Source: an optimization exercise on an open RTL-to-GDS flow (aim: small area). Production flows keep margins and buffers that such runs may drop. In this exercise RTL edits were held to simulation tests only and were not proved equivalent to the original. No run shown here takes its clock network from TritonCTS; it comes from the design's own scripts or RTL. The clock port is modelled as an ideal driver, which makes a skipped or thinned clock tree look cheaper than it is; a real chip needs a root buffer or a tree. No activity file was given, so power comes from the tool's default toggle rates.

==> flow/design.v <==
module SegmentDisplay(
    input clk,
    input rst,  
    input [2:0] d0,  
    output [3:0] an,
    output [6:0] seg
    );
    reg [13:0] cp;        
    reg        currentan;
    reg [2:0]  so0;       
    reg        so1;       
    reg [2:0]  s;         
    reg        cap;       
    wire [13:0] cp_n;
    wire [2:0] so0_n, s_n;
    wire so1_n, ca_n;
    dcount DC (.rst(rst), .cp(cp), .ca(currentan), .cp_n(cp_n), .ca_n(ca_n));
    dispnext DN (.rst(rst), .ca(currentan), .d0(d0), .so0(so0), .so1(so1),
                 .so0_n(so0_n), .so1_n(so1_n), .s_n(s_n));
    segdec DEC (.s(s), .cap(cap), .seg(seg), .an(an));
    always @(posedge clk) begin
        cp <= cp_n;
        currentan <= ca_n;
        so0 <= so0_n;
        so1 <= so1_n;
        s <= s_n;
        cap <= currentan;
    end
endmodule
module dcount(input rst, input [13:0] cp, input ca, output [13:0] cp_n, output ca_n);
    localparam [13:0] DS0 = 14'd13637, DMASK = 14'd15967, DLAST = 14'd64;
    localparam [13:0] DPOL = 14'b10101010101010;
    wire [13:0] counter = cp ^ DPOL;
    wire dlast = (counter & DMASK) == DLAST;
    assign cp_n = ((rst | dlast) ? DS0 : {counter[12:0], counter[13] ^ counter[0]}) ^ DPOL;
    assign ca_n = ~rst & (ca ^ dlast);
endmodule
module dispnext(input rst, ca, input [2:0] d0, so0, input so1,
                output [2:0] so0_n, s_n, output so1_n);
    wire can = ~ca;
    wire hc = ~(can | rst), hd = ~(ca | rst);
    wire nz = |d0;
    a221o m0 (.a1(ca), .a2(so0[2]), .b1(can), .b2(d0[2]), .c1(rst), .y(so0_n[2]));
    sel2  m1 (.h(hc), .a(so0[1]), .g(hd), .b(d0[1]), .y(so0_n[1]));
    sel2  m2 (.h(hc), .a(so0[0]), .g(hd), .b(d0[0]), .y(so0_n[0]));
    a221o m3 (.a1(ca), .a2(nz), .b1(can), .b2(so1), .c1(rst), .y(so1_n));
    a221o m4 (.a1(ca), .a2(so1), .b1(can), .b2(so0[2]), .c1(rst), .y(s_n[2]));
    a21o  m5 (.a1(can), .a2(so0[1]), .b1(rst), .y(s_n[1]));
    a21o  m6 (.a1(can), .a2(so0[0]), .b1(rst), .y(s_n[0]));
endmodule
module a221o(input a1, a2, b1, b2, c1, output y);
    assign y = (a1 & a2) | (b1 & b2) | c1;
endmodule
module a21o(input a1, a2, b1, output y);
    assign y = (a1 & a2) | b1;
endmodule
module segdec(input [2:0] s, input cap, output reg [6:0] seg, output [3:0] an);
    wire blank = (s == 3'd7);
    assign an = {blank | ~cap, 2'b11, blank | cap};
    always @(*) begin
        case (s)
            3'd0: seg = 7'b1000000;
            3'd1: seg = 7'b1111001;
            3'd2: seg = 7'b0100100;
            3'd3: seg = 7'b0110000;
            3'd6: seg = 7'b0011001;
            3'd4: seg = 7'b0000000;
            default: seg = 7'b1111111;
        endcase
    end
endmodule
module stoplightGame #(parameter SECOND = 32_768 - 1)
       (input [15:0] sw,
        input clk, rst, btnC, btnR, btnL,
        output [6:0] seg,
        output [3:0] an,
        output [15:0] led);
    reg [2:0]  state;
    reg        pf;
    reg [2:0]  d0;
    reg [3:0]  E;
    reg [3:0]  y;
    reg        oh, pen, pon;    
    reg [13:0] Lp;
    reg [12:0] c1;
    reg [11:0] c2;
    reg [10:0] c3;
    wire [2:0]  state_n, d0_n;
    wire        pf_n, oh_n, pen_n, pon_n;
    wire [3:0]  E_n, y_n;
    wire [13:0] Lp_n;
    wire [12:0] c1_n;
    wire [11:0] c2_n;
    wire [10:0] c3_n;
    wire last, press, en1, en2, en3, hit1, hit2, hit3;
    lcount  LC (.rst(rst), .press(press), .Lp(Lp), .Lp_n(Lp_n), .last(last));
    stepcnt #(.N(13), .MASK(13'd6654), .LAST(13'd432)) C1 (.rst(rst), .en(en1), .c(c1), .c_n(c1_n), .hit(hit1));
    stepcnt #(.N(12), .MASK(12'd4062), .LAST(12'd976)) C2 (.rst(rst), .en(en2), .c(c2), .c_n(c2_n), .hit(hit2));
    stepcnt #(.N(11), .MASK(11'd1471), .LAST(11'd173)) C3 (.rst(rst), .en(en3), .c(c3), .c_n(c3_n), .hit(hit3));
    control CT (.rst(rst), .btnC(btnC), .btnR(btnR), .btnL(btnL),
                .state(state), .pf(pf), .d0(d0), .E(E), .y(y), .oh(oh), .pen(pen), .pon(pon),
                .last(last), .hit1(hit1), .hit2(hit2), .hit3(hit3),
                .state_n(state_n), .pf_n(pf_n), .d0_n(d0_n), .E_n(E_n), .y_n(y_n),
                .oh_n(oh_n), .pen_n(pen_n), .pon_n(pon_n),
                .press(press), .en1(en1), .en2(en2), .en3(en3));
    leddec  LD (.oh(oh), .pen(pen), .pon(pon), .y(y), .led(led));
    SegmentDisplay SD (.clk(clk), .rst(rst), .d0(d0), .an(an), .seg(seg));
    always @(posedge clk) begin
        state <= state_n;
        pf <= pf_n;
        d0 <= d0_n;
        E <= E_n;
        y <= y_n;
        oh <= oh_n; pen <= pen_n; pon <= pon_n;
        Lp <= Lp_n;
        c1 <= c1_n; c2 <= c2_n; c3 <= c3_n;
    end
endmodule
module control(
    input rst, btnC, btnR, btnL,
    input [2:0] state, input pf, input [2:0] d0, input [3:0] E, input [3:0] y,
    input oh, pen, pon, last, hit1, hit2, hit3,
    output reg [2:0] state_n, output pf_n, output reg [2:0] d0_n, output reg [3:0] E_n,
    output [3:0] y_n, output reg oh_n, output pen_n, pon_n,
    output press, en1, en2, en3);
    localparam [2:0] IDLE0 = 3'd5, VIC = 3'd1, DEF = 3'd3, FIN = 3'd0, IDLE1 = 3'd4, P1 = 3'd2, P2 = 3'd7, P3 = 3'd6;
    wire pe = ~pen, po = ~pon;
    reg pe_n, po_n;
    assign pen_n = ~pe_n, pon_n = ~po_n;
    wire is_p = (state == P1) | (state == P2) | (state == P3);
    wire playing = btnR ^ pf;
    assign en1 = playing & (state == P1);
    assign en2 = playing & (state == P2);
    assign en3 = playing & (state == P3);
    wire step = hit1 | hit2 | hit3;
    assign press = is_p & btnR;
    wire A = ~E[1] & ~(E[0] & last);        
    wire B = ~E[0] & ~last;                 
    wire done = E[3] & E[1] & E[0] & last;  
    ynext YN (.rst(rst), .step(step), .y(y), .y_n(y_n));
    wire [3:0] E_n_w;
    enext EN (.rst(rst), .press(press), .fin(state == FIN), .last(last), .y(y), .E(E), .E_n(E_n_w));
    assign pf_n = ~rst & (pf | is_p);
    always @(*) begin
        E_n = E_n_w;
        state_n = state; d0_n = d0; oh_n = oh; pe_n = pe; po_n = po;
        case (state)
        IDLE0: begin
            d0_n = 0;
            if (btnC) state_n = IDLE1;
            oh_n = 0; pe_n = A; po_n = ~A;
        end
        IDLE1: begin
            d0_n = 0;
            state_n = P1;
        end
        VIC: begin
            oh_n = 0; pe_n = A; po_n = A;
            if (done) state_n = d0[1] ? P3 : P2;
        end
        FIN: begin
            d0_n = 3'd6;  
            oh_n = 0; pe_n = B; po_n = B;
            if (btnL) state_n = IDLE0;
        end
        DEF: begin
            oh_n = B; pe_n = 0; po_n = 0;
            if (done) state_n = IDLE0;
        end
        P1, P2, P3: begin
            d0_n = (state == P1) ? 3'd1 : (state == P2) ? 3'd2 : 3'd3;
            if (btnR) state_n = (y != 4'd10) ? DEF : (state == P3) ? FIN : VIC;
            oh_n = playing; pe_n = 0; po_n = 0;
        end
        endcase
        if (rst) begin
            state_n = IDLE0; d0_n = 0; oh_n = 0; pe_n = 0; po_n = 0;
        end
    end
endmodule
module lcount(input rst, press, input [13:0] Lp, output [13:0] Lp_n, output last);
    localparam [13:0] LS0 = 14'd928, LMASK = 14'd16361, LLAST = 14'd289;
    localparam [13:0] LPOL = 14'b01010101010101;
    wire [13:0] L = Lp ^ LPOL;
    assign last = (L & LMASK) == LLAST;
    assign Lp_n = ((rst | press | last) ? LS0 : {L[12:0], L[13] ^ L[0]}) ^ LPOL;
endmodule
module stepcnt #(parameter N = 13, parameter [N-1:0] MASK = 0, parameter [N-1:0] LAST = 0)
    (input rst, en, input [N-1:0] c, output [N-1:0] c_n, output hit);
    assign hit = en & ((c & MASK) == LAST);
    wire ld = rst | hit;
    wire h = en & ~ld, g = ~en & ~ld;
    wire [N-1:0] s = {c[N-2:0], ~(c[N-1] ^ c[0])};
    genvar j;
    generate for (j = 0; j < N; j = j + 1) begin : g_b
        sel2 m (.h(h), .g(g), .a(s[j]), .b(c[j]), .y(c_n[j]));
    end endgenerate
endmodule
module sel2(input h, g, a, b, output y);
    assign y = (h & a) | (g & b);
endmodule
module leddec(input oh, pen, pon, input [3:0] y, output [15:0] led);
    localparam [63:0] CODE = {4'd8, 4'd12, 4'd14, 4'd15, 4'd7, 4'd11, 4'd5, 4'd10, 4'd13, 4'd6, 4'd3, 4'd9, 4'd4, 4'd2, 4'd1, 4'd0};
    wire [3:0] lo_n, hi_n;
    genvar i;
    generate for (i = 0; i < 4; i = i + 1) begin : g_pre
        assign lo_n[i] = ~(oh & (y[1:0] == i));
        assign hi_n[i] = ~(y[3:2] == i);
    end
    for (i = 0; i < 16; i = i + 1) begin : g_led
        oai21 m (.a1(lo_n[CODE[4*i +: 4] % 4]), .a2(hi_n[CODE[4*i +: 4] / 4]), .b1((i % 2 == 0) ? pen : pon), .y(led[i]));
    end endgenerate
endmodule
module oai21(input a1, a2, b1, output y);
    assign y = ~((a1 | a2) & b1);
endmodule
module ynext(input rst, step, input [3:0] y, output [3:0] y_n);
    wire h = step & ~rst, g = ~step & ~rst;
    wire [3:0] s = {y[2:0], y[3] ^ y[2] ^ (y[2:0] == 3'd0)};
    genvar j;
    generate for (j = 0; j < 4; j = j + 1) begin : g_b
        sel2 m (.h(h), .g(g), .a(s[j]), .b(y[j]), .y(y_n[j]));
    end endgenerate
endmodule
module enext(input rst, press, fin, last, input [3:0] y, input [3:0] E, output reg [3:0] E_n);
    always @(*) begin
        if (rst | press) E_n = {1'b0, y != 4'd10, 2'b00};
        else begin
            E_n = E + last;
            if (fin) E_n[1] = 1'b0;
        end
    end
endmodule
==> flow/flow/run.sh <==
#!/bin/bash
# Standard layout, except: plain buf_1 cells as the port buffers, the
# synthesized logic cells swapped to their smallest drive strength after
# floorplan (placement repair re-sizes any cell that needs it), and a flat
# clock tree of a few clock buffers in place of the one CTS builds.
export BUFFER_PORTS_ARGS="-buffer_cell sky130_fd_sc_hd__buf_1"
export CTS_ARGS="-sink_clustering_enable -repair_clock_nets -dont_use_dummy_load"
export POST_FLOORPLAN_TCL="$PWD/flow/downsize.tcl"
export MY_CLK_TARGET_PS=115
export MY_CLK_NLEAF=3
export POST_CTS_TCL="$PWD/flow/clocktree.tcl"
bash standard.sh > standard.log 2>&1
==> flow/flow/clocktree.tcl <==
# Replace the clock tree that CTS built with a flatter one: the clock port
# drives NLEAF clock buffers, each driving the flip-flops of one region of the
# die (the flip-flops split into NLEAF groups of equal size by position).
set block [ord::get_db_block]
set db [ord::get_db]
set nleaf 4
set leafcell sky130_fd_sc_hd__clkbuf_4
if {[info exists ::env(MY_CLK_NLEAF)]} { set nleaf $::env(MY_CLK_NLEAF) }
if {[info exists ::env(MY_CLK_LEAF)]} { set leafcell $::env(MY_CLK_LEAF) }
set target 110.0
if {[info exists ::env(MY_CLK_TARGET_PS)]} { set target $::env(MY_CLK_TARGET_PS) }
set sizes {sky130_fd_sc_hd__clkbuf_2 sky130_fd_sc_hd__clkbuf_4 sky130_fd_sc_hd__clkbuf_8 sky130_fd_sc_hd__clkbuf_16}
set clknet [$block findNet clk]

# flip-flop clock pins
set sinks {}
foreach inst [$block getInsts] {
  set mname [[$inst getMaster] getName]
  if {[string match "sky130_fd_sc_hd__df*" $mname] || [string match "sky130_fd_sc_hd__edf*" $mname]} {
    set it [$inst findITerm CLK]
    set bb [$inst getBBox]
    lappend sinks [list $it [expr {([$bb xMin] + [$bb xMax]) / 2}] [expr {([$bb yMin] + [$bb yMax]) / 2}]]
  }
}
puts "clocktree: [llength $sinks] flip-flops"

# remove the CTS buffers and their nets
set old {}
foreach inst [$block getInsts] {
  set n [$inst getName]
  if {[string match "clkbuf_*" $n] || [string match "clkload*" $n]} { lappend old $inst }
}
foreach s $sinks { [lindex $s 0] disconnect }
set oldnets {}
foreach inst $old {
  foreach it [$inst getITerms] {
    set net [$it getNet]
    if {$net ne "NULL" && $net ne "" && [$net getName] ne "clk"} { lappend oldnets $net }
    $it disconnect
  }
  odb::dbInst_destroy $inst
}
foreach net [lsort -unique $oldnets] {
  if {[llength [$net getITerms]] == 0} { odb::dbNet_destroy $net }
}
puts "clocktree: removed [llength $old] buffers"

# split the sinks: first by x into columns, then each column by y
proc split_groups {items key n} {
  set items [lsort -integer -index $key $items]
  set res {}
  set total [llength $items]
  for {set i 0} {$i < $n} {incr i} {
    set a [expr {$i * $total / $n}]
    set b [expr {($i + 1) * $total / $n - 1}]
    lappend res [lrange $items $a $b]
  }
  return $res
}
set ncol [expr {$nleaf >= 4 ? 2 : 1}]
set nrow [expr {$nleaf / $ncol}]
set groups {}
foreach col [split_groups $sinks 1 $ncol] {
  foreach g [split_groups $col 2 $nrow] { lappend groups $g }
}

# optional root buffer between the clock port and the leaf buffers
set leafin $clknet
if {[info exists ::env(MY_CLK_ROOT)]} {
  set sx 0; set sy 0
  foreach s $sinks { incr sx [lindex $s 1]; incr sy [lindex $s 2] }
  set root [odb::dbInst_create $block [$db findMaster $::env(MY_CLK_ROOT)] "clkbuf_root"]
  $root setLocation [expr {$sx / [llength $sinks]}] [expr {$sy / [llength $sinks]}]
  $root setPlacementStatus PLACED
  set leafin [odb::dbNet_create $block "clknet_root"]
  $leafin setSigType CLOCK
  [$root findITerm A] connect $clknet
  [$root findITerm X] connect $leafin
}
set master [$db findMaster $leafcell]
set i 0
foreach g $groups {
  set sx 0; set sy 0
  foreach s $g { incr sx [lindex $s 1]; incr sy [lindex $s 2] }
  set cx [expr {$sx / [llength $g]}]
  set cy [expr {$sy / [llength $g]}]
  set buf [odb::dbInst_create $block $master "clkbuf_leaf_$i"]
  $buf setLocation $cx $cy
  $buf setPlacementStatus PLACED
  set net [odb::dbNet_create $block "clknet_leaf_$i"]
  $net setSigType CLOCK
  [$buf findITerm A] connect $leafin
  [$buf findITerm X] connect $net
  foreach s $g { [lindex $s 0] connect $net }
  puts "clocktree: buffer $i drives [llength $g] flip-flops"
  incr i
}
global_connect
detailed_placement

# worst slew (ps) at the flip-flop clock pins on a net
proc net_worst_slew {netname} {
  set w 0.0
  foreach pin [get_pins -of_objects [get_nets $netname] -filter "direction == input"] {
    foreach e {rise fall} { foreach a {max min} {
      set s [get_property $pin slew_${a}_$e]
      if {[string is double -strict $s] && $s > $w} { set w $s }
    }}
  }
  return [expr {$w * 1000.0}]
}
# size each leaf buffer: the smallest whose estimated sink slew meets the target
set_propagated_clock [all_clocks]
for {set k 0} {$k < $i} {incr k} {
  foreach sz $sizes {
    replace_cell clkbuf_leaf_$k $sz
    estimate_parasitics -placement
    set w [net_worst_slew clknet_leaf_$k]
    if {$w <= $target} { break }
  }
  puts "clocktree: leaf $k $sz slew [format %.1f $w] ps"
}
detailed_placement
check_placement -verbose
estimate_parasitics -placement
report_clock_skew
==> flow/flow/downsize.tcl <==
# Swap every logic cell to the smallest cell of the same function (same name
# up to the drive-strength suffix). Repair later in the flow re-sizes any cell
# that then breaks slew, capacitance or timing limits.
set db [ord::get_db]
set block [ord::get_db_block]
set masters [dict create]
foreach lib [$db getLibs] {
  foreach m [$lib getMasters] {
    dict set masters [$m getName] $m
  }
}
set dont_use $::env(DONT_USE_CELLS)
set n 0
foreach inst [$block getInsts] {
  set m [$inst getMaster]
  set name [$m getName]
  if {![regexp {^(sky130_fd_sc_hd__[a-z0-9]+)_([0-9]+)$} $name -> base drive]} { continue }
  if {[regexp {^sky130_fd_sc_hd__(df|edf|sdf|dl|tap|fill|decap|conb|clk|diode)} $base]} { continue }
  set best $m
  set barea [expr {[$m getWidth] * [$m getHeight]}]
  foreach d {0 1 2} {
    set cand "${base}_$d"
    if {![dict exists $masters $cand]} { continue }
    set skip 0
    foreach pat $dont_use { if {[string match $pat $cand]} { set skip 1 } }
    if {$skip} { continue }
    set cm [dict get $masters $cand]
    set a [expr {[$cm getWidth] * [$cm getHeight]}]
    if {$a < $barea} { set best $cm; set barea $a }
  }
  if {$best ne $m} {
    $inst swapMaster $best
    incr n
  }
}
puts "downsize: swapped $n cells"
==> flow/standard.sh <==
#!/bin/bash
# synth_recipe.tcl (not shown) runs the flow's synth.tcl, then flattens the netlist and writes it again
# the make line also repeats each setting of config.mk as NAME=value (left out here)
make -C /OpenROAD-flow-scripts/flow DESIGN_CONFIG=/design/flow/config.mk WORK_HOME=/design/flow/orfs CLKGATE_MAP_FILE= SYNTH_SCRIPT=/design/flow/synth_recipe.tcl "${@:-finish}"
==> flow/config.mk <==
export PLATFORM = sky130hd
export DESIGN_NAME = stoplightGame
export DESIGN_NICKNAME = stoplightGame
export VERILOG_FILES = /design/flow/design.v
export SDC_FILE = /design/flow/constraint.sdc
export NUM_CORES = 4
export LEC_CHECK = 0
export CAP_MARGIN = 20
export CORE_MARGIN = 2
export CORE_UTILIZATION = 40
export GPL_TIMING_DRIVEN = 0
export SLEW_MARGIN = 20
export SYNTH_HIERARCHICAL = 1
export SYNTH_MINIMUM_KEEP_SIZE = 0
==> flow/constraint.sdc <==
create_clock -name core_clock -period 10.0 [get_ports {clk}]
set_input_delay 2.0000 -clock core_clock [delete_from_list [all_inputs] [get_ports {clk}]]
set_output_delay 2.0000 -clock core_clock [all_outputs]
set_load 0.01 [all_outputs]
==> reports/metrics.cfg, run 1 <==
[status]
outcome = timing/DRC/antenna clean

[detailed_routing]
vias = 2481
drtIter0Drc = 130
wl_per_cell_um = 13.3
via_per_inst = 5.31
final_antenna_net_count = 0
firstDrtPassIters = 4
drc = 0
wirelength_um = 6190

[die]
die_h_um = 96.9
dieWidth_um = 96.9
start_util = 0.416
placementRows = 33
io_pins = 48
dieArea_mm2 = 0.00940
core_mm2 = 0.00830

[sta]
slew_headroom = 0.379
rsz0062_at_grt = no
finClkSkew_ns = 0.00801
finalCritPeriodShare = 0.386
finalSetupViolations = 0
hold_viol_final = 0
finalCriticalPeriod_ns = 3.86
drv_slew = 0
worst_pin_slew_ns = 0.920
fin_tns_setup_ns = 0
max_freq_mhz = 259

[job]
cap_viol_max_count = 0

[finish]
multi_input_area_mm2 = 0.00149
num-fill-cells = 826
drive_above_1_share = 0.0331
antennaDiodeCount = 0
final-seq-area_mm2 = 0.00182
final_common_cell = dfxtp_1
area_growth_pct = 7.28
final_cells = 467
final_cell_mix = dfxtp_1 (91), a22o_1 (43), buf_1 (34)
nets = 387

[synthesis]
synth_edf_count = 0
synth.area.top_cells = dfxtp_1 (53%), a22o_1 (11%), nand2_1 (2.6%)
yosysTopAreaCellShare = 0.527
ys_seq_area_frac = 0.527
synth_flop_cell = dfxtp_1
yosys_warnings = 11
avgSynthCellArea_um2 = 10.5
yosysTopAreaCell = dfxtp_1
netlist_area_mm2 = 0.00345
synth_seq_cells = 91
syn_inst = 328
async_flop_share = 0
synth_cell_types = 57

[grt]
antenna_found_initial = 0
gr-usage-all-layers = 0.131
grt_pass1_vias = 2272
met2_usage = 0.203
grt_pass1_wl_um = 10500
use_met1 = 0.189
grt-ovfl-total = 0
grt_max_degree = 32
met3_usage = 0.0210
grt_busiest_layer = met2

[clock_tree]
insertion_delay_ns = 0.17
clk_pin_slew_ns = 0.11
cts_sinks = 91

[critical_path]
crit_arrival_ns = 3.98
endpoint_kind = flop
crit_fanout = 12
start_kind = input port
crit_required_ns = 10.12
crit_type = input port to flop

[power]
swShare = 0.291
powerDensity_mw_per_mm2 = 191
p_leak_nw = 1.39
p_int_w = 0.000501
p_clk_frac = 0.202
share_comb_of_total_power = 0.220
p_switching_w = 0.000205
ir_drop_v = 0.0000809
power_frac_seq = 0.578

[hold_path]
holdCritPathClass = flop to flop

[placement]
gp_congestion = 0.759
dp_cells = 464
dp.final_hpwl_um = 4350
io_buffers = 29

==> logic make-up (layout without fill, tap and decap cells) <==
family                   count (synthesis)  count (layout)  share of synthesized area
AO/OA/AOI/OAI                           92              92                      0.206
XOR/XNOR                                10              10                     0.0254
adder cells (fa/ha/maj)                  2               2                    0.00724
buffers and inverters                   19              52                     0.0275
flip-flops                              91              91                      0.527
multiplexers                             3               3                    0.00942
other                                    1               2                    0.00109
AND/OR/NAND/NOR                        110             110                      0.196
==> Yosys stat by module, one instance, submodules excluded, excerpt <==
module | times used | area, um2 | flops+latches
a221o | 3 | 10.0 | 0
lcount | 1 | 129 | 0
segdec | 1 | 90.1 | 0
control | 1 | 369 | 0
leddec | 1 | 51.3 | 0
dcount | 1 | 149 | 0
oai21 | 16 | 5.00 | 0
==> power groups by stage <==
stage	combinational (W)	sequential [W]	clock [W]
global placement	0.000153	0.000416	0
finish	0.000155	0.000408	0.000143
detailed placement	0.000154	0.000417	0
global route	0.000173	0.000412	0.000159
floorplan	0.000121	0.000412	0
==> flip-flops by register name (all words and copies together) (netlist names) <==
register and count:
SD.s 3, c1 13, SD.currentan 1, d0 3
c2 12, SD.so0 3, y 4, E 4
pen 1, pf 1, oh 1, SD.cap 1
c3 11, SD.so1 1, SD.cp 14, state 3
Lp 14, pon 1
==> area by class of cell <==
| type | instances | share of cell area |
|---|---|---|
| Buffer | 12 | 0.0294 |
| Inverter | 10 | 0.0101 |
| Multi-Input combinational cell | 219 | 0.402 |
| Sequential cell | 91 | 0.492 |
| Tap cell | 105 | 0.0354 |
| Timing Repair Buffer | 30 | 0.0317 |
==> per-layer routing <==
metal  vias to the layer above  share of wire
met1                      1164           0.53
met4                         0          0.010
met2                        32           0.44
li1                       1280              -
met5                         -              0
met3                         5          0.023
==> synth_stat cells (4+ instances only) <==
| library cell | n |
|---|---|
| buf_4 | 4 |
| nor2_1 | 19 |
| nand3_1 | 8 |
| xnor2_1 | 8 |
| a21oi_1 | 7 |
| nor3_1 | 9 |
| dfxtp_1 | 91 |
| o21ai_1 | 17 |
| nor4b_2 | 4 |
| nand2b_1 | 6 |
| a22o_1 | 43 |
| nand2_1 | 24 |
| nand3b_1 | 4 |
| inv_1 | 9 |
| nor2b_1 | 5 |
==> metrics by stage <==
stage | hold WS, ns | total power [W] | instance area [um2] | utilization | worst slack (ns)
final | 0.369 | 0.000707 | 3710 | 0.447 | 6.14
after detailed placement | 0.350 | 0.000570 | 3630 | 0.438 | 5.98
after global routing | 0.393 | 0.000744 | 3710 | 0.447 | 5.96
after floorplan | 0.343 | 0.000533 | 3460 | - | 6.31
after global placement | 0.346 | 0.000569 | 3610 | 0.435 | 5.64
==> path summary, 6_finish.rpt <==
kind / start / to / slack (ns) / depth (start not counted)
min reg2reg: SD.cp[5] / SD.cp[6] / 0.37 / 1
max reg2reg: state[2] / c2[2] / 7.49 / 7
min: SD.cp[5] / SD.cp[6] / 0.37 / 1
max: btnR / c2[2] / 6.14 / 6
==> critical path, cell delays in order <==
cell,delay [ns]
buf_1,0.23
xor2_1,0.35
nor3b_1,0.39
inv_1,0.09
a311oi_2,0.66
a22o_1,0.26
==> inputs of run 2 (changes only) <==
--- a/flow/config.mk
+++ b/flow/config.mk
@@ -10,3 +10,2 @@
 export CORE_UTILIZATION = 40
-export GPL_TIMING_DRIVEN = 0
 export SLEW_MARGIN = 20
==> reports/metrics.cfg, run 2 <==
[die]
dieArea_mm2 = 0.00940  ; unchanged
start_util = 0.416  ; unchanged
core_mm2 = 0.00830  ; unchanged
die_h_um = 96.9  ; unchanged
dieWidth_um = 96.9  ; unchanged
placementRows = 33  ; unchanged
io_pins = 48  ; unchanged

[finish]
drive_above_1_share = 0.0310  ; -0.00216
antennaDiodeCount = 0  ; unchanged
final_cell_mix = dfxtp_1 (91), a22o_1 (43), buf_1 (29)
final-seq-area_mm2 = 0.00182  ; unchanged
layout_top_registers = Lp: 14 flops, SD.cp: 14 flops, c1: 13 flops
utilization = 0.443  ; -0.00392
multi_input_area_mm2 = 0.00148  ; -0.84%
final_common_cell = dfxtp_1
final_cells = 460  ; -1.5%
area_growth_pct = 6.34
nets = 380  ; -1.8%
num-fill-cells = 796  ; -3.6%

[synthesis]
synth_top_family_by_area = compound AO/OA/AOI/OAI gates
yosysTopAreaCellShare = 0.527  ; unchanged
ys_top_cells_by_count = dfxtp_1 (91), a22o_1 (43), nand2_1 (24), nor2_1 (19), o21ai_1 (17)
ys_seq_area_frac = 0.527  ; unchanged
synthMuxAreaShare = 0.00942  ; unchanged
synth_cell_types = 57  ; unchanged
async_flop_share = 0  ; unchanged
yosys.area_share.simple = 0.196  ; unchanged
yosys_warnings = 11  ; unchanged
syn_inst = 328  ; unchanged
synth_compound_area_frac = 0.206  ; unchanged
synth.area.top_cells = dfxtp_1 (53%), a22o_1 (11%), nand2_1 (2.6%)
yosys.area_share.adder = 0.00724  ; unchanged
synthXorXnorAreaFrac = 0.0254  ; unchanged
synth_most_common_cell = dfxtp_1
synth_edf_count = 0  ; unchanged
synth_flop_cell = dfxtp_1
avgSynthCellArea_um2 = 10.5  ; unchanged
yosysTopAreaCell = dfxtp_1
netlist_area_mm2 = 0.00345  ; unchanged
synth_seq_cells = 91  ; unchanged

[critical_path]
crit_fanout = 11  ; -1
rrSetupSlack_ns = 7.68  ; +0.19 ns
endpoint_kind = flop
timing.rr.end = c3[6]
crit_type = input port to flop
cpPeakStageDelay_ns = 0.39  ; -0.27 ns
r2r_cells = 5  ; -2
crit_slowest_cell = a41oi_1
r2r-start = state[1]
startpoint = btnR
cp_cell_sequence = buf_1 -> xor2_1 -> and3_1 -> and4bb_1 -> a41oi_1 -> a22o_1
crit_required_ns = 10.07  ; -0.05 ns
start_kind = input port
endpoint = c3[6]
crit_arrival_ns = 3.84  ; -0.14 ns

[hold_path]
holdCritPathClass = flop to flop

[detailed_routing]
wl_per_cell_um = 12.8  ; -3.4%
via_per_inst = 5.32  ; +0.17%
drc = 0  ; unchanged
drtIter0Drc = 111  ; -15%
final_antenna_net_count = 0  ; unchanged
vias = 2448  ; -1.3%
wirelength_um = 5890  ; -4.9%
firstDrtPassIters = 4  ; unchanged

[sta]
slew_headroom = 0.408  ; +0.0288
finalCriticalPeriod_ns = 3.77  ; -0.0970 ns
fin_tns_setup_ns = 0  ; unchanged
hold_ws_ns = 0.377  ; +0.00778 ns
finClkSkew_ns = 0.0104  ; +0.00238 ns
finalSetupViolations = 0  ; unchanged
worst_pin_slew_ns = 0.877  ; -0.0426 ns
finalCritPeriodShare = 0.377  ; -0.00970
hold_viol_final = 0  ; unchanged
max_freq_mhz = 265  ; +2.6%
drv_slew = 0  ; unchanged
rsz0062_at_grt = no

[grt]
grt_pass1_wl_um = 10400  ; -1.1%
grt-ovfl-total = 0  ; unchanged
grt_max_degree = 36  ; +13%
grt_pass1_vias = 2215  ; -2.5%
gr-usage-all-layers = 0.128  ; -0.00261
antenna_found_initial = 0  ; unchanged

[placement]
gp_congestion = 0.721  ; -5.0%
dp_cells = 457  ; -1.5%
io_buffers = 29  ; unchanged
dp.final_hpwl_um = 4080  ; -6.3%

[job]
cap_viol_max_count = 0  ; unchanged

[power]
swShare = 0.291  ; about the same
share_comb_of_total_power = 0.188  ; -0.032
p_clk_frac = 0.206  ; +0.004
powerDensity_mw_per_mm2 = 191  ; +0.29%
ir_drop_v = 0.0000672  ; -17%
power_frac_seq = 0.606  ; +0.028
p_leak_nw = 1.39  ; -0.32%
p_int_w = 0.000498  ; -0.59%
p_switching_w = 0.000204  ; -0.58%

[clock_tree]
insertion_delay_ns = 0.17  ; about the same
cts_sinks = 91  ; unchanged
clk_pin_slew_ns = 0.11  ; about the same

[status]
outcome = timing/DRC/antenna clean

-- run 2: worst min path at each step --
stage	from	to	slack [ns]	depth (start not counted)
6_report	SD.cp[7]	SD.cp[8]	0.38	1
3_3_place_gp	SD.cp[8]	SD.cp[9]	0.35	1
5_1_grt	SD.cp[7]	SD.cp[8]	0.39	1
2_1_floorplan	SD.cp[5]	SD.cp[6]	0.34	1
3_5_place_dp	SD.cp[8]	SD.cp[9]	0.35	1
-- run 2: cell families (layout without fill, tap and decap cells) --
| group | after synthesis | in the layout |
|---|---|---|
| AO/OA/AOI/OAI | 92 | 92 |
| XOR/XNOR | 10 | 10 |
| adder cells (fa/ha/maj) | 2 | 2 |
| buffers and inverters | 19 | 45 |
| flip-flops | 91 | 91 |
| multiplexers | 3 | 3 |
| other | 1 | 2 |
| AND/OR/NAND/NOR | 110 | 110 |
-- run 2: through the flow --
step / total power (W) / cell area (um2) / setup slack, ns
after detailed placement: 0.000565 / 3600 / 6.06
after global routing: 0.000744 / 3670 / 6.02
after global placement: 0.000564 / 3600 / 6.08
final: 0.000702 / 3670 / 6.23
after floorplan: 0.000533 / 3460 / 6.31
-- run 2: per-module statistics from Yosys (local to each module, per instance), excerpt --
module          cells inside  times used  cell area [um2]  flops+latches
segdec                    16           1             90.1              0
control                   61           1              369              0
ynext                      4           1             26.3              0
enext                     12           1              101              0
sel2                       1          42             8.76              0
lcount                    22           1              129              0
dispnext                   4           1             20.0              0
a221o                      1           3             10.0              0
a21o                       1           2             7.51              0
stoplightGame             68           1             1360             68
oai21                      1          16             5.00              0
leddec                     8           1             51.3              0
SegmentDisplay            23           1              460             23
dcount                    24           1              149              0
-- run 2: final cells by class --
class / count / area share
well taps: 105 / 0.0358
plain buffers: 3 / 0.0204
inverters: 10 / 0.0102
flip-flops and latches: 91 / 0.496
multi-input cells: 219 / 0.402
repair buffers: 32 / 0.0358
-- run 2: per-layer routing --
layer,global-route usage,share of wire,vias up
met2,0.197,0.43,33
met1,0.190,0.53,1138
met4,0.0303,0.010,0
met5,0,0,-
li1,-,-,1271
met3,0.0173,0.026,6
-- run 2: power by group through the flow --
stage	clock, W	combinational [W]	sequential (W)
6_report	0.000145	0.000132	0.000426
2_1_floorplan	0	0.000121	0.000412
3_5_place_dp	0	0.000131	0.000434
3_3_place_gp	0	0.000131	0.000433
5_1_grt	0.000164	0.000148	0.000432
-- run 2: critical path, delay by kind of cell --
kind / cells / cell delay (ns)
buffers and inverters: 1 / 0.22
AOI/OAI and AO/OA: 2 / 0.77
xor gates and xnor gates: 1 / 0.34
and+or+nand+nor: 2 / 0.51
==> inputs of run 3 (changes only) <==
--- a/flow/flow/run.sh
+++ b/flow/flow/run.sh
@@ -10,2 +10,3 @@
 export MY_CLK_NLEAF=3
+export POST_RESIZE_TCL="$PWD/flow/downsize.tcl"
 export POST_CTS_TCL="$PWD/flow/clocktree.tcl"
==> reports/metrics.cfg, run 3 <==
[sta]
finalCritPeriodShare = 0.377  ; +0.000704
hold_viol_final = 0  ; unchanged
worst_pin_slew_ns = 0.889  ; +0.0115 ns
fin_tns_setup_ns = 0  ; unchanged
finalCriticalPeriod_ns = 3.77  ; +0.00704 ns
max_freq_mhz = 265  ; -0.19%
finalSetupViolations = 0  ; unchanged
slew_headroom = 0.400  ; -0.00779
drv_slew = 0  ; unchanged
finClkSkew_ns = 0.00458  ; -0.00581 ns
rsz0062_at_grt = no
hold_ws_ns = 0.375  ; -0.00186 ns

[power]
p_int_w = 0.000498  ; -0.11%
power_w = 0.000700  ; -0.38%
p_leak_nw = 1.38  ; -0.66%
swShare = 0.289  ; -0.00199
share_comb_of_total_power = 0.187  ; about the same
ir_drop_v = 0.0000897  ; +34%
p_switching_w = 0.000202  ; -1.1%
power_frac_seq = 0.607  ; about the same
powerDensity_mw_per_mm2 = 191  ; -0.11%
p_clk_frac = 0.206  ; about the same

[die]
io_pins = 48  ; unchanged
core_mm2 = 0.00830  ; unchanged
die_h_um = 96.9  ; unchanged
dieArea_mm2 = 0.00940  ; unchanged
start_util = 0.416  ; unchanged
dieWidth_um = 96.9  ; unchanged
placementRows = 33  ; unchanged

[grt]
grt-ovfl-total = 0  ; unchanged
met2_usage = 0.190  ; -0.00694
met3_usage = 0.0173  ; unchanged
gr-usage-all-layers = 0.125  ; -0.00341
grt_max_degree = 36  ; unchanged
grt_busiest_layer = met2
use_met1 = 0.186  ; -0.00365
grt_pass1_wl_um = 10200  ; -2.1%
antenna_found_initial = 0  ; unchanged
grt_pass1_vias = 2178  ; -1.7%

[synthesis]
async_flop_share = 0  ; unchanged
ys_top_cells_by_count = dfxtp_1 (91), a22o_1 (43), nand2_1 (24), nor2_1 (19), o21ai_1 (17)
synth_most_common_cell = dfxtp_1
avgSynthCellArea_um2 = 10.5  ; unchanged
synth_cell_types = 57  ; unchanged
synth.area.top_cells = dfxtp_1 (53%), a22o_1 (11%), nand2_1 (2.6%)
yosysTopAreaCellShare = 0.527  ; unchanged
synth_edf_count = 0  ; unchanged
ys_seq_area_frac = 0.527  ; unchanged
syn_inst = 328  ; unchanged
synth_seq_cells = 91  ; unchanged
synth_flop_cell = dfxtp_1
netlist_area_mm2 = 0.00345  ; unchanged
yosys_warnings = 11  ; unchanged
yosysTopAreaCell = dfxtp_1

[placement]
io_buffers = 29  ; unchanged
dp.final_hpwl_um = 4080  ; about the same
gp_congestion = 0.721  ; unchanged
dp_cells = 457  ; unchanged

[detailed_routing]
wirelength_um = 5760  ; -2.3%
drc = 0  ; unchanged
via_per_inst = 5.38  ; +1.0%
firstDrtPassIters = 5  ; +1
wl_per_cell_um = 12.5  ; -2.3%
final_antenna_net_count = 0  ; unchanged
vias = 2473  ; +1.0%
drtIter0Drc = 119  ; +7.2%

[finish]
drive_above_1_share = 0.0254  ; -0.00563
layout_top_registers = Lp: 14 flops, SD.cp: 14 flops, c1: 13 flops
final_common_cell = dfxtp_1
num-fill-cells = 814  ; +2.3%
antennaDiodeCount = 0  ; unchanged
final_cell_mix = dfxtp_1 (91), a22o_1 (43), buf_1 (31)
final_cells = 460  ; unchanged
nets = 380  ; unchanged
utilization = 0.441  ; -0.00121
area_growth_pct = 6.05

[critical_path]
crit_arrival_ns = 3.85  ; about the same
cp_cell_sequence = buf_1 -> xor2_1 -> and3_1 -> and4bb_1 -> a41oi_1 -> a22o_1
cpPeakStageDelay_ns = 0.40  ; about the same
crit_slowest_cell = a41oi_1
start_kind = input port
crit_required_ns = 10.07  ; about the same
endpoint_kind = flop
crit_type = input port to flop
crit_fanout = 11  ; unchanged

[status]
outcome = timing/DRC/antenna clean

[clock_tree]
cts_sinks = 91  ; unchanged
clk_pin_slew_ns = 0.11  ; about the same
insertion_delay_ns = 0.17  ; about the same

[job]
cap_viol_max_count = 0  ; unchanged

[hold_path]
holdCritPathClass = flop to flop

[run 3: cell counts after synthesis]
No cell type changed its count.
[run 3: logic make-up after synthesis]
| family | after synthesis | share of synthesized area |
|---|---|---|
| and+or+nand+nor | 110 | 0.196 |
| DFF | 91 | 0.527 |
| buffers and inverters | 19 | 0.0275 |
| AOI/OAI and AO/OA | 92 | 0.206 |
| other | 1 | 0.00109 |
| xor gates and xnor gates | 10 | 0.0254 |
| muxes | 3 | 0.00942 |
| adders and majority gates | 2 | 0.00724 |
[run 3: path summary, 6_finish.rpt]
path                            startpoint       end  slack (ns)  depth (start not counted)
worst min-delay path              SD.cp[5]  SD.cp[6]        0.37                          1
worst max-delay path                  btnR     c3[9]        6.23                          6
worst min register to register    SD.cp[5]  SD.cp[6]        0.37                          1
worst max register to register    state[1]     c3[9]        7.66                          5
[run 3: through the flow]
step	setup WS, ns	cell area (um2)
6_report	6.23	3660
5_1_grt	5.88	3660
3_5_place_dp	5.88	3590
3_3_place_gp	6.08	3600
2_1_floorplan	6.31	3460
[run 3: area by class of cell]
cell class	count	area [um2]	share of cell area
Sequential cell	91	1820	0.497
Tap cell	105	131	0.0359
Multi-Input combinational cell	219	1480	0.403
Inverter	10	37.5	0.0102
Buffer	3	75.1	0.0205
Timing Repair Buffer	32	121	0.0331
[run 3: power by group through the flow]
stage | clock network [W] | registers, W | logic (W)
after floorplan | 0 | 0.000412 | 0.000121
after global placement | 0 | 0.000433 | 0.000131
after detailed placement | 0 | 0.000433 | 0.000131
after global routing | 0.000163 | 0.000431 | 0.000148
final | 0.000144 | 0.000425 | 0.000131
[run 3: critical path, delay by kind of cell]
kind / cells / cell delay, ns
buf+inv: 1 / 0.22
xor+xnor: 1 / 0.35
simple gates: 2 / 0.51
compound gates: 2 / 0.77
[run 3: per-module statistics from Yosys, one instance, submodules excluded, excerpt]
module          flops+latches  cell area [um2]  times used
stoplightGame              68             1360           1
SegmentDisplay             23              460           1
leddec                      0             51.3           1
enext                       0              101           1
segdec                      0             90.1           1
lcount                      0              129           1
a221o                       0             10.0           3
oai21                       0             5.00          16
control                     0              369           1
dcount                      0              149           1
ynext                       0             26.3           1
a21o                        0             7.51           2
sel2                        0             8.76          42
[run 3: metal layers]
layer | vias to the layer above | part of all wire
met5 | - | 0
met4 | 0 | 0.0082
met3 | 4 | 0.026
met2 | 35 | 0.44
met1 | 1167 | 0.53
li1 | 1267 | -
==> inputs of run 4 (changes only) <==
--- a/flow/design.v
+++ b/flow/design.v
@@ -224,10 +224,9 @@
 endmodule
-module enext(input rst, press, fin, last, input [3:0] y, input [3:0] E, output reg [3:0] E_n);
-    always @(*) begin
-        if (rst | press) E_n = {1'b0, y != 4'd10, 2'b00};
-        else begin
-            E_n = E + last;
-            if (fin) E_n[1] = 1'b0;
-        end
-    end
-endmodule
+module enext(input rst, press, fin, last, input [3:0] y, input [3:0] E, output [3:0] E_n);
+    wire ld = rst | press;
+    wire t1 = E[0] & last, t2 = t1 & E[1], t3 = t2 & E[2];
+    assign E_n[0] = ~ld & (E[0] ^ last);
+    assign E_n[1] = ~ld & ~fin & (E[1] ^ t1);
+    assign E_n[2] = ld ? (y != 4'd10) : (E[2] ^ t2);
+    assign E_n[3] = ~ld & (E[3] ^ t3);
+endmodule
--- a/flow/flow/run.sh
+++ b/flow/flow/run.sh
@@ -3,3 +3,4 @@
 # synthesized logic cells swapped to their smallest drive strength after
-# floorplan (placement repair re-sizes any cell that needs it), and a flat
+# floorplan and again after placement repair (later repair re-sizes any cell
+# that needs it), and a flat
 # clock tree of a few clock buffers in place of the one CTS builds.
==> reports/metrics.cfg, run 4 <==
[status]
outcome = timing/DRC/antenna clean

[synthesis]
synth_edf_count = 0  ; unchanged
synth_flop_cell = dfxtp_1
async_flop_share = 0  ; unchanged
netlist_area_mm2 = 0.00345  ; -0.22%
synth.area.top_cells = dfxtp_1 (53%), a22o_1 (11%), nand2_1 (2.6%)
synth_cell_types = 57  ; unchanged
yosysTopAreaCellShare = 0.528  ; +0.00115
synth_seq_cells = 91  ; unchanged
ys_top_cells_by_count = dfxtp_1 (91), a22o_1 (43), nand2_1 (24), nor2_1 (19), o21ai_1 (17)
syn_inst = 326  ; -0.61%
ys_seq_area_frac = 0.528  ; +0.00115
yosysTopAreaCell = dfxtp_1
avgSynthCellArea_um2 = 10.6  ; +0.39%
synth_most_common_cell = dfxtp_1
yosys_warnings = 10  ; -1

[clock_tree]
clk_pin_slew_ns = 0.11  ; about the same
insertion_delay_ns = 0.17  ; about the same
cts_sinks = 91  ; unchanged

[sta]
hold_viol_final = 0  ; unchanged
slew_headroom = 0.400  ; about the same
hold_ws_ns = 0.376  ; +0.00149 ns
rsz0062_at_grt = no
fin_tns_setup_ns = 0  ; unchanged
max_freq_mhz = 262  ; -1.1%
setup_ws_ns = 6.18  ; -0.0416 ns
finalSetupViolations = 0  ; unchanged
finalCritPeriodShare = 0.382  ; +0.00416
finClkSkew_ns = 0.00737  ; +0.00279 ns
worst_pin_slew_ns = 0.888  ; -0.000110 ns
finalCriticalPeriod_ns = 3.82  ; +0.0416 ns
drv_slew = 0  ; unchanged

[power]
ir_drop_v = 0.0000818  ; -8.8%
powerDensity_mw_per_mm2 = 191  ; about the same
p_leak_nw = 1.37  ; -0.53%

[detailed_routing]
firstDrtPassIters = 6  ; +1
drc = 0  ; unchanged
vias = 2459  ; -0.57%
wl_per_cell_um = 12.7  ; +1.5%
drtIter0Drc = 125  ; +5.0%
via_per_inst = 5.37  ; -0.13%
wirelength_um = 5820  ; +1.1%
final_antenna_net_count = 0  ; unchanged

[critical_path]
crit_slowest_cell = a41oi_1
cpPeakStageDelay_ns = 0.40  ; about the same
cp_cell_sequence = buf_1 -> xor2_1 -> and3_1 -> and4bb_1 -> a41oi_1 -> a22o_1
endpoint_kind = flop
path_buf_inv = 1  ; unchanged
crit_arrival_ns = 3.88  ; +0.03 ns
crit_type = input port to flop
crit_required_ns = 10.06  ; about the same
start_kind = input port
crit_family = compound AO/OA/AOI/OAI gates
crit_fanout = 11  ; unchanged
rrSetupSlack_ns = 7.64  ; -0.02 ns

[finish]
final_common_cell = dfxtp_1
layout_top_registers = Lp: 14 flops, SD.cp: 14 flops, c1: 13 flops
antennaDiodeCount = 0  ; unchanged
fin_area_mm2 = 0.00365  ; -0.24%
num-fill-cells = 791  ; -2.8%
drive_above_1_share = 0.0283  ; +0.00298
area_growth_pct = 6.03  ; about the same
final_cell_mix = dfxtp_1 (91), a22o_1 (43), buf_1 (31)
nets = 379  ; -0.26%
final_cells = 458  ; -0.43%

[placement]
io_buffers = 29  ; unchanged
dp_cells = 455  ; -0.44%
gp_congestion = 0.755  ; +4.7%
placed_area_mm2 = 0.00358  ; -0.24%
dp.final_hpwl_um = 4090  ; +0.27%
pre_cts_ws_ns = 5.89  ; +0.0149 ns

[grt]
antenna_found_initial = 0  ; unchanged
grt-ovfl-total = 0  ; unchanged
gr-usage-all-layers = 0.124  ; -0.000305
grt_pass1_wl_um = 10100  ; -1.0%
grt_pass1_vias = 2222  ; +2.0%
grt_max_degree = 35  ; -2.8%

[die]
die_h_um = 96.8  ; -0.10%
core_mm2 = 0.00830  ; unchanged
start_util = 0.415  ; -0.000905
dieArea_mm2 = 0.00938  ; -0.21%
io_pins = 48  ; unchanged
dieWidth_um = 96.8  ; -0.10%
placementRows = 33  ; unchanged

[hold_path]
holdCritPathClass = flop to flop

[job]
cap_viol_max_count = 0  ; unchanged

## run 4: per-layer routing
metal,up-vias,track usage,part of all wire,wire length [um]
met1,1162,0.178,0.52,3040
met4,0,0.0314,0.011,62
met5,-,0,0,0
met3,3,0.0173,0.024,140
li1,1264,-,-,-
met2,30,0.198,0.44,2570
## run 4: logic make-up after synthesis
kind of cell	count (synthesis)	synth area share
buf+inv	19	0.0276
compound gates	92	0.207
flops	91	0.528
xor+xnor	10	0.0254
other cells	1	0.00109
mux	2	0.00653
fa+ha+maj	3	0.0109
simple gates	108	0.193
## run 4: stage by stage
stage | power [W] | utilization
2_1_floorplan | 0.000532 | -
3_3_place_gp | 0.000563 | 0.433
3_5_place_dp | 0.000564 | 0.431
5_1_grt | 0.000738 | 0.440
6_report | 0.000697 | 0.440
## run 4: worst paths after layout
check,cells past startpoint,from,endpoint
hold / removal,1,SD.cp[8],SD.cp[9]
setup reg to reg,5,state[1],c3[8]
setup / recovery,6,btnR,c3[8]
hold reg to reg,1,SD.cp[8],SD.cp[9]
## run 4: area by class of cell
cell class,count,area [um2],area share
well taps,105,131,0.0359
plain buffers,3,75.1,0.0205
repair buffers,32,121,0.0332
inverters,10,37.5,0.0103
flip-flops and latches,91,1820,0.498
multi-input cells,217,1470,0.402
## run 4: Yosys stat by module, one instance, submodules excluded, excerpt
module | flops+latches | cells | cell area (um2)
lcount | 0 | 22 | 129
SegmentDisplay | 23 | 23 | 460
ynext | 0 | 4 | 26.3
dispnext | 0 | 4 | 20.0
stoplightGame | 68 | 68 | 1360
a221o | 0 | 1 | 10.0
a21o | 0 | 1 | 7.51
## run 4: power by group
| part | internal [W] | leakage, nW | switching, W | total [W] |
|---|---|---|---|---|
| sequential | 0.000388 | 0.743 | 0.0000362 | 0.000424 |
| clock | 0.0000557 | 0.0370 | 0.0000864 | 0.000142 |
| combinational | 0.0000537 | 0.591 | 0.0000774 | 0.000131 |
| total | 0.000498 | 1.37 | 0.000200 | 0.000697 |

==> re-timing with driven ports <==
How much do the figures lean on ideal ports? The routed layouts below were timed once more, with nothing changed but the port constraints.
Step 1 sets driving cells, clkbuf_16 on the clock port and buf_2 on the other inputs (assumed; they add their load-dependent delay and slew).
Step 2 moves the port delays by t, midway between the first and last clock arrival at a register: inputs arrive t later, outputs are due t later. That takes back most of the time a late clock gives input paths.
a / b / c = ideal ports / drivers / drivers and shift; a / b = the first two.
run	t (ns)	setup slack, ns	worst setup path after step 2	worst data-port slew with drivers (ns)
run 1	0.227	6.136 / 6.175 / 5.948	input to register	0.03
run 2	0.225	6.233 / 6.271 / 6.047	input to register	0.03
run 3	0.225	6.226 / 6.264 / 6.039	input to register	0.03
run 4	0.224	6.185 / 6.223 / 5.999	input to register	0.03
After both steps setup and hold are still met in every run listed. The setup slack of run 1, which loses most, moves by +0.039 ns with the drivers and by -0.188 ns with both steps.
